From an optimization exercise on the open Yosys and OpenROAD flow, aimed at small area; shortcuts taken in it are not production practice.
The RTL was checked by simulation tests, not by an equivalence proof against the original design.
Power figures rest on the tool's default switching activity, not on a simulated workload.

== P ==
## qoi_decoder
module qoi_decoder(
	input wire[39:0] chunk,
	output reg[2:0] chunk_len_consumed,
	input wire clk,
	input wire rst,
	output reg[7:0] r,
	output wire[7:0] g,
	output reg[7:0] b,
	output reg[7:0] a
);
==> flow/config.mk <==
export PLATFORM = sky130hd
export DESIGN_NAME = qoi_decoder
export DESIGN_NICKNAME = qoi_decoder
export VERILOG_FILES = /design/flow/design.v
export SDC_FILE = /design/flow/constraint.sdc
export NUM_CORES = 4
export LEC_CHECK = 0
export CAP_MARGIN = 20
export CORE_MARGIN = 2
export CORE_UTILIZATION = 55
export CTS_BUF_LIST = sky130_fd_sc_hd__clkbuf_16
export CTS_CLUSTER_DIAMETER = 80
export CTS_CLUSTER_SIZE = 25
export SLEW_MARGIN = 20
==> flow/constraint.sdc <==
create_clock -name core_clock -period 10.0 [get_ports {clk}]
set_input_delay 2.0000 -clock core_clock [delete_from_list [all_inputs] [get_ports {clk}]]
set_output_delay 2.0000 -clock core_clock [all_outputs]
set_load 0.01 [all_outputs]
standard.sh (not shown) runs the stock make flow with config.mk's settings and CLKGATE_MAP_FILE= SYNTH_SCRIPT=/design/flow/synth_recipe.tcl, a recipe that flattens the netlist after the stock synthesis.
==> flow/flow/run.sh <==
#!/bin/bash
# Standard ORFS layout (the standard.sh, unchanged synthesis), with:
#  - clock tree: clkbuf_16 leaf clusters of up to 25 sinks, no dummy loads
#  - power recovery (downsizing gates on paths with slack) after global route
#  - buf_1 as the port buffer cell
# Each tool's full output goes to standard.log here; ORFS's per-step logs are
# under orfs/logs/.
set -euo pipefail
export CTS_ARGS="-sink_clustering_enable -repair_clock_nets -buf_list sky130_fd_sc_hd__clkbuf_16 -sink_clustering_size 25 -sink_clustering_max_diameter 80 -dont_use_dummy_load"
export RECOVER_POWER=100
export BUFFER_PORTS_ARGS="-buffer_cell sky130_fd_sc_hd__buf_1"
bash standard.sh > standard.log 2>&1
[P] flow finished | final checks: failed | reasons: max-capacitance violations, max-slew violations
For Q, these inputs were changed with respect to P:
Settings: CTS_BUF_LIST changed from sky130_fd_sc_hd__clkbuf_16 to sky130_fd_sc_hd__clkbuf_8; CTS_CLUSTER_DIAMETER changed from 80 to 50; CTS_CLUSTER_SIZE changed from 25 to 16.
==> flow/run.sh (new file) <==
#!/bin/bash
# synth_recipe.tcl (not shown) runs the flow's synth.tcl, then flattens the netlist and writes it again
# the make line also repeats each setting of config.mk as NAME=value (left out here)
make -C /OpenROAD-flow-scripts/flow DESIGN_CONFIG=/design/flow/config.mk WORK_HOME=/design/flow/orfs CLKGATE_MAP_FILE= SYNTH_SCRIPT=/design/flow/synth_recipe.tcl finish
removed: flow/flow/run.sh
removed: flow/standard.sh
The final layout from Q, which completed every stage, passed the timing, design-rule and antenna checks at the end of the flow.
Between P and Q, the number of cells on the critical path is higher for Q.
Against P, worst setup slack in Q came out better.
Q vs P: routed wire length up in Q
Q vs P on total power: Q is the higher one.
Q reports a lower fraction of area in multi-input gates than P does.
The met2 demand-to-capacity share in global routing reported for Q is greater than that of P by 1.2 points.
On clock share of power, the higher figure sits with Q, not P.
Q against P: worst-case headroom to the max-slew limit up 230 points; sequential group share of total power down 3.6 points; first-pass GRT wire length up 2.8 mm.
## Diff of input files: R against Q
Settings: changing CTS_BUF_LIST from sky130_fd_sc_hd__clkbuf_8 to sky130_fd_sc_hd__clkbuf_16; changing CTS_CLUSTER_SIZE from 16 to 25; changing CTS_CLUSTER_DIAMETER from 50 to 80.
==> notes.md <==
- R completed; timing, DRC and antenna clean
- The highest clock rate in R sits about 2.4% above the value recorded for Q.
- On utilization: between R and Q, it ends up lower for R.
- Diff Q -> R: filler-free cell count of the finished design decreased 139; cell-internal power decreased about 1.1%; switching component of the power decreased 2.4%.
- Relative to Q, the global router's overall resource usage of R is lower by 0.33 points.
- Looking at minimum clock period across R and Q, the one that comes out higher is Q.

* * *

Another version of the RTL of qoi_decoder (not shown whole).
For scale: roughly 4000 cells after synthesis, ~1800 flip-flops, ~68000 um2 of cells after synthesis.
Settings: LEC_CHECK=0, CAP_MARGIN=20, CORE_MARGIN=2, CORE_UTILIZATION=40, SLEW_MARGIN=20; clock period 10.0 ns.
run.sh (not shown) runs the stock make flow with config.mk's settings and CLKGATE_MAP_FILE= SYNTH_SCRIPT=/design/flow/synth_recipe.tcl, a recipe that flattens the netlist after the stock synthesis.
Stock flow here: none of the scripts above is used.
The starting point produced a clean layout.
Edit:
- CAP_MARGIN: 20 -> 10
- CORE_UTILIZATION: 40 -> 60
- CTS_BUF_LIST: not set -> sky130_fd_sc_hd__clkbuf_4 sky130_fd_sc_hd__clkbuf_8
- CTS_CLUSTER_SIZE: not set -> 25
- SLEW_MARGIN: 20 -> 10
Effect:
- Now the flow completed, yet does not pass: max-capacitance violations
- design area falls by 0.47%
- critical path depth is unchanged
- die area falls by about 33%
- via count rises by 5.2%
- routed wire length rises by about 0.6%
- area after synthesis is unchanged

-- static timing again, ports no longer ideal --
Ports are ideal in the flow. The routed layouts listed here were re-timed in OpenROAD. Step 1: set_driving_cell puts a clkbuf_16 on clk and a buf_2 on each other input, an assumption about the parent block. Step 2 also shifts input and output timing later by t, the mid clock arrival at the registers, as if the neighbouring blocks saw the same clock. a / b / c = ideal / step 1 / step 2; a / b = the first two.
run	t (ns)	setup WS [ns]	worst register clock-pin slew, ns	pins driven straight from the clock port
P	0.790	0.420 / 0.471 / -0.319	0.10 / 0.10	1
Q	1.008	0.580 / 0.496 / 1.504	0.11 / 0.11	1
R	0.796	0.798 / 0.713 / 1.509	0.11 / 0.11	1
the first run of note 2	0.916	0.292 / 0.345 / -0.572	0.07 / 0.07	1
the second run of note 2	1.017	0.294 / 0.336 / -0.681	0.07 / 0.07	1
The setup slack of the second run of note 2, which loses most, moves by +0.042 ns with the drivers and by -0.975 ns with both steps.
